From an optimization exercise on the open Yosys and OpenROAD flow, aimed at small area; shortcuts taken in it are not production practice. Function was checked by simulation only, so behaviour that the tests miss may differ from the original. No activity file was given, so power comes from the tool's default toggle rates.

## P
// UCIE_ctl_CNTL
module UCIE_ctl_CNTL (
	input 				i_rst_n,
	input 				i_fdi_lclk,
	input 		[3:0] 	i_fdi_lp_state_req,
	input 				i_fdi_lp_rx_active_sts,
	input				i_fdi_lp_linkerror,
	input 		[3:0] 	i_rdi_pl_state_sts,
	input 				i_rdi_pl_inband_pres,
	input 		[2:0] 	i_rdi_pl_speedmode,
	input 		[2:0] 	i_rdi_pl_lnk_cfg,
	input 				i_rdi_pl_phyinrecenter,
	input 				i_rdi_pl_error,
	input 				i_rdi_pl_cerror,
	input 				i_rdi_pl_nferror,
	input 				i_rdi_pl_trainerror,
	input  			 	i_csr_UCIe_Link_Control_Retrain,
	input 		[31:0] 	i_csr_ADVCAP,
	input 				i_tx_overflow,
	input 				i_rx_overflow,
	input 				i_sb_busy_flag,
	input 				i_sb_pl_valid,
	input 		[4:0] 	i_sb_pl_decode,
	input 		[31:0] 	i_sb_pl_adv_cap_val,
	input 				i_sb_src_error,
	input 				i_sb_dst_error,
	input 				i_sb_opcode_error,
	input 				i_sb_unsupported_message,
	input 				i_sb_parity_error,
	output reg 	[3:0] 	o_fdi_pl_state_sts,
	output reg 			o_fdi_pl_inband_pres,
	output 	 			o_fdi_pl_rx_active_req,
	output 	 	[2:0] 	o_fdi_pl_protocol,
	output 	 	[3:0] 	o_fdi_pl_protocol_flitfmt,
	output 	 			o_fdi_pl_protocol_vld,
	output 	 	[2:0]	o_fdi_pl_speedmode,
	output 	 	[2:0]	o_fdi_pl_lnk_cfg,
	output 				o_fdi_pl_error,
	output 				o_fdi_pl_cerror,
	output 				o_fdi_pl_nferror,
	output 				o_fdi_pl_phyinrecenter,
	output 				o_fdi_pl_trainerror,
	output reg 	[3:0] 	o_rdi_lp_state_req,
	output 	 			o_rdi_lp_linkerror,
	output reg 	[4:0]	o_sb_lp_decode,
	output 	 			o_sb_lp_valid,
	output 	 	[31:0]	o_sb_lp_adv_cap_val,
	output reg			o_csr_wr,
	output reg [7:0]	o_csr_addr,
	output reg [31:0] 	o_csr_wdata
);
clock: 6.0 ns
lec_check: 0
abc_area: 1
cap_margin: 0
core_margin: 2
core_utilization: 65
slew_margin: 0
standard.sh (not shown) runs the stock make flow with config.mk's settings and CLKGATE_MAP_FILE= SYNTH_SCRIPT=/design/flow/synth_recipe.tcl, a recipe that flattens the netlist after the stock synthesis.
==> flow/flow/run.sh <==
#!/bin/bash
# Layout flow: the standard synthesis; then the combinational logic between
# the (unchanged) registers is re-mapped by ABC with a few area-oriented
# scripts run side by side, keeping the smallest result; then the standard
# layout from floorplan on, with buf_1 port buffers, one tie cell per constant
# (no tie fanout split) and a clkbuf_8 clock tree without dummy loads.
set -euo pipefail
HERE=$(pwd)
RES=$HERE/orfs/results/sky130hd/UCIE_ctl_CNTL/base
LIB=$FLOW_HOME/platforms/sky130hd/lib/sky130_fd_sc_hd__tt_025C_1v80.lib
KNOBS=("BUFFER_PORTS_ARGS=-buffer_cell sky130_fd_sc_hd__buf_1"
       "SKIP_REPAIR_TIE_FANOUT=1"
       "CTS_ARGS=-sink_clustering_enable -repair_clock_nets -buf_list sky130_fd_sc_hd__clkbuf_8 -dont_use_dummy_load")

# 1. standard synthesis
bash standard.sh synth "${KNOBS[@]}" > standard_synth.log 2>&1
cp $RES/1_2_yosys.v std_1_2_yosys.v

# 2. re-map the combinational logic; registers and tie cells are kept as they are
DONT_USE=$(sed -n '/^export DONT_USE_CELLS/,/^$/p' $FLOW_HOME/platforms/sky130hd/config.mk \
           | grep -o 'sky130_fd_sc_hd__[a-z0-9_]*' | sed 's/^/-dont_use /' | tr '\n' ' ')
FF=$(grep -o 'sky130_fd_sc_hd__[a-z0-9_]*' std_1_2_yosys.v | sort -u | grep -E '__(df|edf|sdf|dl|conb)' | tr '\n' ' ')
best=""; best_area=""
# each script is run twice: re-mapping everything, and keeping the standard
# synthesis's XOR/XNOR cells as they are
XOR=$(grep -o 'sky130_fd_sc_hd__x[a-z0-9_]*' std_1_2_yosys.v | sort -u | tr '\n' ' ')
for s in $HERE/flow/area*.abc; do
 for keep in all x; do
  n=$(basename $s .abc)_$keep
  KEEP="$FF"; [[ $keep == x ]] && KEEP="$FF $XOR"
  cat > resyn_$n.ys <<EOT
read_liberty -ignore_miss_func $LIB
blackbox $KEEP
read_verilog std_1_2_yosys.v
hierarchy -top $FLOW_TOP
flatten
opt -purge
abc -liberty $LIB $DONT_USE -script $s
opt_clean -purge
setundef -zero
splitnets
opt_clean -purge
hilomap -singleton -hicell sky130_fd_sc_hd__conb_1 HI -locell sky130_fd_sc_hd__conb_1 LO
insbuf -buf sky130_fd_sc_hd__buf_1 A X
opt_clean -purge
tee -o resyn_$n.stat stat -liberty $LIB
write_verilog -noattr -nohex -nodec resyn_$n.v
EOT
  yosys -s resyn_$n.ys > resyn_$n.log 2>&1 &
 done
done
wait
for s in $HERE/flow/area*.abc; do
 for keep in all x; do
  n=$(basename $s .abc)_$keep
  a=$(grep -o "Chip area for module .*: [0-9.]*" resyn_$n.stat | awk '{print $NF}' || true)
  echo "$n $a" >> resyn_areas.txt
  if [[ -n "$a" ]] && { [[ -z "$best" ]] || awk -v a="$a" -v b="$best_area" 'BEGIN{exit !(a<b)}'; }; then
    best=$n; best_area=$a
  fi
 done
done
echo "chosen $best $best_area" >> resyn_areas.txt
cp resyn_$best.v resyn_1_2_yosys.v
cp resyn_1_2_yosys.v $RES/1_2_yosys.v
rm -f $RES/1_synth.odb $RES/1_synth.sdc

# 3. rest of the standard flow
bash standard.sh finish "${KNOBS[@]}" > standard_flow.log 2>&1
Other scripts of this flow, unchanged in this note and not shown: flow/flow/area1.abc, flow/flow/area2.abc, flow/flow/area4.abc
What Q does differently from P at the input level:
--- a/flow/design.v
+++ b/flow/design.v
@@ -88,30 +88,28 @@
 	wire s_le   = (cs == LE);
 	wire s_slq  = (cs == SLQ);
 	wire s_slp  = (cs == SLP);
 	wire s_plr  = (cs == PLR);
 	wire s_lr   = (cs == LR);
 	wire s_par  = (cs == PAR);
 	reg [2:0] sts_q;		 
 	reg       inb_q;		 
 	reg       te_q;			 
 	reg [1:0] prot_q;		 
-	reg       fmt_qn;		 
-	wire      fmt_q = ~fmt_qn;
+	reg       fmt_q;		 
 	reg [2:0] spd_q, cfg_q;	 
 	reg       aux_q;		 
 	reg       tx_q, rx_q;	 
 	reg       tnop_q;		 
 	reg       busy_q;		 
 	reg       ent_q;		 
-	reg [3:0] caps_qn;		 
-	wire [3:0] caps_q = ~caps_qn;
+	reg [3:0] caps_q;		 
 	reg [3:0] neg_q;		 
 	reg [7:0] tcnt;			 
 	wire les     = (i_rdi_pl_state_sts == 4'b1010);
 	wire pl_rst  = (i_rdi_pl_state_sts == 4'b0000);
 	wire pl_act  = (i_rdi_pl_state_sts == 4'b0001);
 	wire pl_lr   = (i_rdi_pl_state_sts == 4'b1001);
 	wire pl_rtr  = (i_rdi_pl_state_sts == 4'b1011);
 	wire lp_nop  = (i_fdi_lp_state_req == 4'b0000);
 	wire lp_act  = (i_fdi_lp_state_req == 4'b0001);
 	wire lp_lr   = (i_fdi_lp_state_req == 4'b1001);
@@ -246,43 +244,42 @@
 		end else begin
 			cs <= ns;
 			prot_q <= prot_d;
 			tnop_q <= tnop_d;
 		end
 	end
 	always @(posedge i_fdi_lclk) begin
 			sts_q <= {o_fdi_pl_state_sts[3], o_fdi_pl_state_sts[1], o_fdi_pl_state_sts[0]};
 			inb_q <= o_fdi_pl_inband_pres;
 			te_q <= te_i;
-			fmt_qn <= ~fmt_d;
+			fmt_q <= fmt_d;
 			spd_q <= o_fdi_pl_speedmode;
 			cfg_q <= o_fdi_pl_lnk_cfg;
 			aux_q <= (~les & (s_prr | s_plr | (s_rtr & aux_q & ~(lp_act & tnop_q)) | (s_lr & aux_q) |
 			                  (s_req & (aux_q | ~(~sts_q[2] & ~sts_q[0] & i_rdi_pl_inband_pres))))) |
 			         s_ple | (s_le & aux_q);
 			tx_q <= s_sarr | (tx_q & ~(s_gr | s_rst | s_act));
 			rx_q <= s_ssap | (rx_q & ~(s_gr | s_rst | s_act));
 			busy_q <= i_sb_busy_flag;
 			ent_q <= ent;
-			caps_qn <= ~caps;
+			caps_q <= caps;
 			neg_q <= i_csr_ADVCAP[3:0];	 
 			tcnt <= t_en ? t_nxt : 8'd0;
 	end
 	assign o_fdi_pl_error         = i_rdi_pl_error;
 	assign o_fdi_pl_cerror        = i_rdi_pl_cerror;
 	assign o_fdi_pl_nferror       = i_rdi_pl_nferror;
 	assign o_fdi_pl_trainerror    = i_rdi_pl_trainerror | te_i;
 	assign o_fdi_pl_phyinrecenter = i_rdi_pl_phyinrecenter | phy_i;
 	localparam [2:0] L_IDLE = 3'd0, L_LINK = 3'd1, L_INT = 3'd2, L_ADP = 3'd3, L_UNC = 3'd4, L_CLR = 3'd5;
 	reg [2:0] ls, lns;
-	reg q_err, q_cerr, q_nferr, q_trerrn;
-	wire q_trerr = ~q_trerrn;
+	reg q_err, q_cerr, q_nferr, q_trerr;
 	reg [1:0] q_sbe;
 	reg q_src, q_dst, q_opc, q_uns, q_par, q_tx, q_rx, q_phy;
 	reg [2:0] l_cfg, l_spd;			 
 	reg l_b17, l_b19, l_b20, l_b21, l_upd;
 	reg [6:0] l_int;				 
 	reg [5:0] l_unc;
 	reg [1:0] l_adp;
 	reg l_ertr;
 	wire sb_corr = i_sb_pl_valid & (i_sb_pl_decode == 5'b11100);
 	wire sb_nfat = i_sb_pl_valid & (i_sb_pl_decode == 5'b11101);
@@ -361,21 +358,21 @@
 		endcase
 	end
 	always @(posedge i_fdi_lclk or negedge i_rst_n) begin
 		if (!i_rst_n)
 			ls <= L_IDLE;
 		else
 			ls <= lns;
 	end
 	always @(posedge i_fdi_lclk) begin
 			q_err <= i_rdi_pl_error; q_cerr <= i_rdi_pl_cerror; q_nferr <= i_rdi_pl_nferror;
-			q_trerrn <= ~o_fdi_pl_trainerror;
+			q_trerr <= o_fdi_pl_trainerror;
 			q_sbe <= {sb_corr | sb_fat, sb_corr | sb_nfat};
 			q_src <= i_sb_src_error; q_dst <= i_sb_dst_error; q_opc <= i_sb_opcode_error;
 			q_uns <= i_sb_unsupported_message; q_par <= i_sb_parity_error;
 			q_tx <= i_tx_overflow; q_rx <= i_rx_overflow;
 			q_phy <= o_fdi_pl_phyinrecenter;
 			l_cfg <= u_cfg; l_spd <= u_spd;
 			l_b17 <= u_b17 & (ls != L_LINK);
 			l_b19 <= u_b19 & (ls != L_LINK);
 			l_b20 <= u_b20 & (ls != L_LINK);
 			l_b21 <= u_b21 & (ls != L_LINK);
==> results.txt <==
Q has total power draw above what P had. In the reports for Q and P, the smaller total leakage power belongs to Q. Q against P: routed wire length now sits higher, met1 routed wirelength after detailed routing went up 1.3%, clock network fraction of total power decreased by 6.5 points relative to the old numbers, via count up 182. Q vs P: total met3 wirelength after detailed routing up. On combinational fraction of design power, the higher figure sits with Q, not P. Between Q and P, the difference in sequential portion of the cell area is negligible. Q finished end to end and its layout was clean on timing, DRC and antenna. Number of search-and-repair iterations in the first detailed-routing pass: Q > P. Relative to P, worst setup slack after layout decreased by 170 ps in Q.

[re-timing with driven ports]
The results above use ideal ports. As a check the final layouts listed here were re-extracted and re-timed, cells and wires unchanged. Step 1 (the two cells are an assumption about what drives the block):
set clk [get_ports {i_fdi_lclk}]
set_driving_cell -lib_cell sky130_fd_sc_hd__clkbuf_16 $clk
set_driving_cell -lib_cell sky130_fd_sc_hd__buf_2 [delete_from_list [all_inputs] $clk]
Step 2 times the ports against the registers' clock, not the clock port: input delays grow and output delays shrink by t, the midpoint of the rising clock arrivals with the driver on. a / b / c = ideal / step 1 / step 2; a / b = the first two.
run	t, ns	setup slack, ns	clock arrival spread, ns	slew at the worst register clock pin (ns)	pins driven straight from the clock port
P	0.384	0.942 / 0.907 / 0.960	0.026 / 0.027	0.10 / 0.10	1
Q	0.374	0.767 / 0.740 / 1.103	0.035 / 0.035	0.10 / 0.10	1
After both steps every run listed still meets setup and hold.
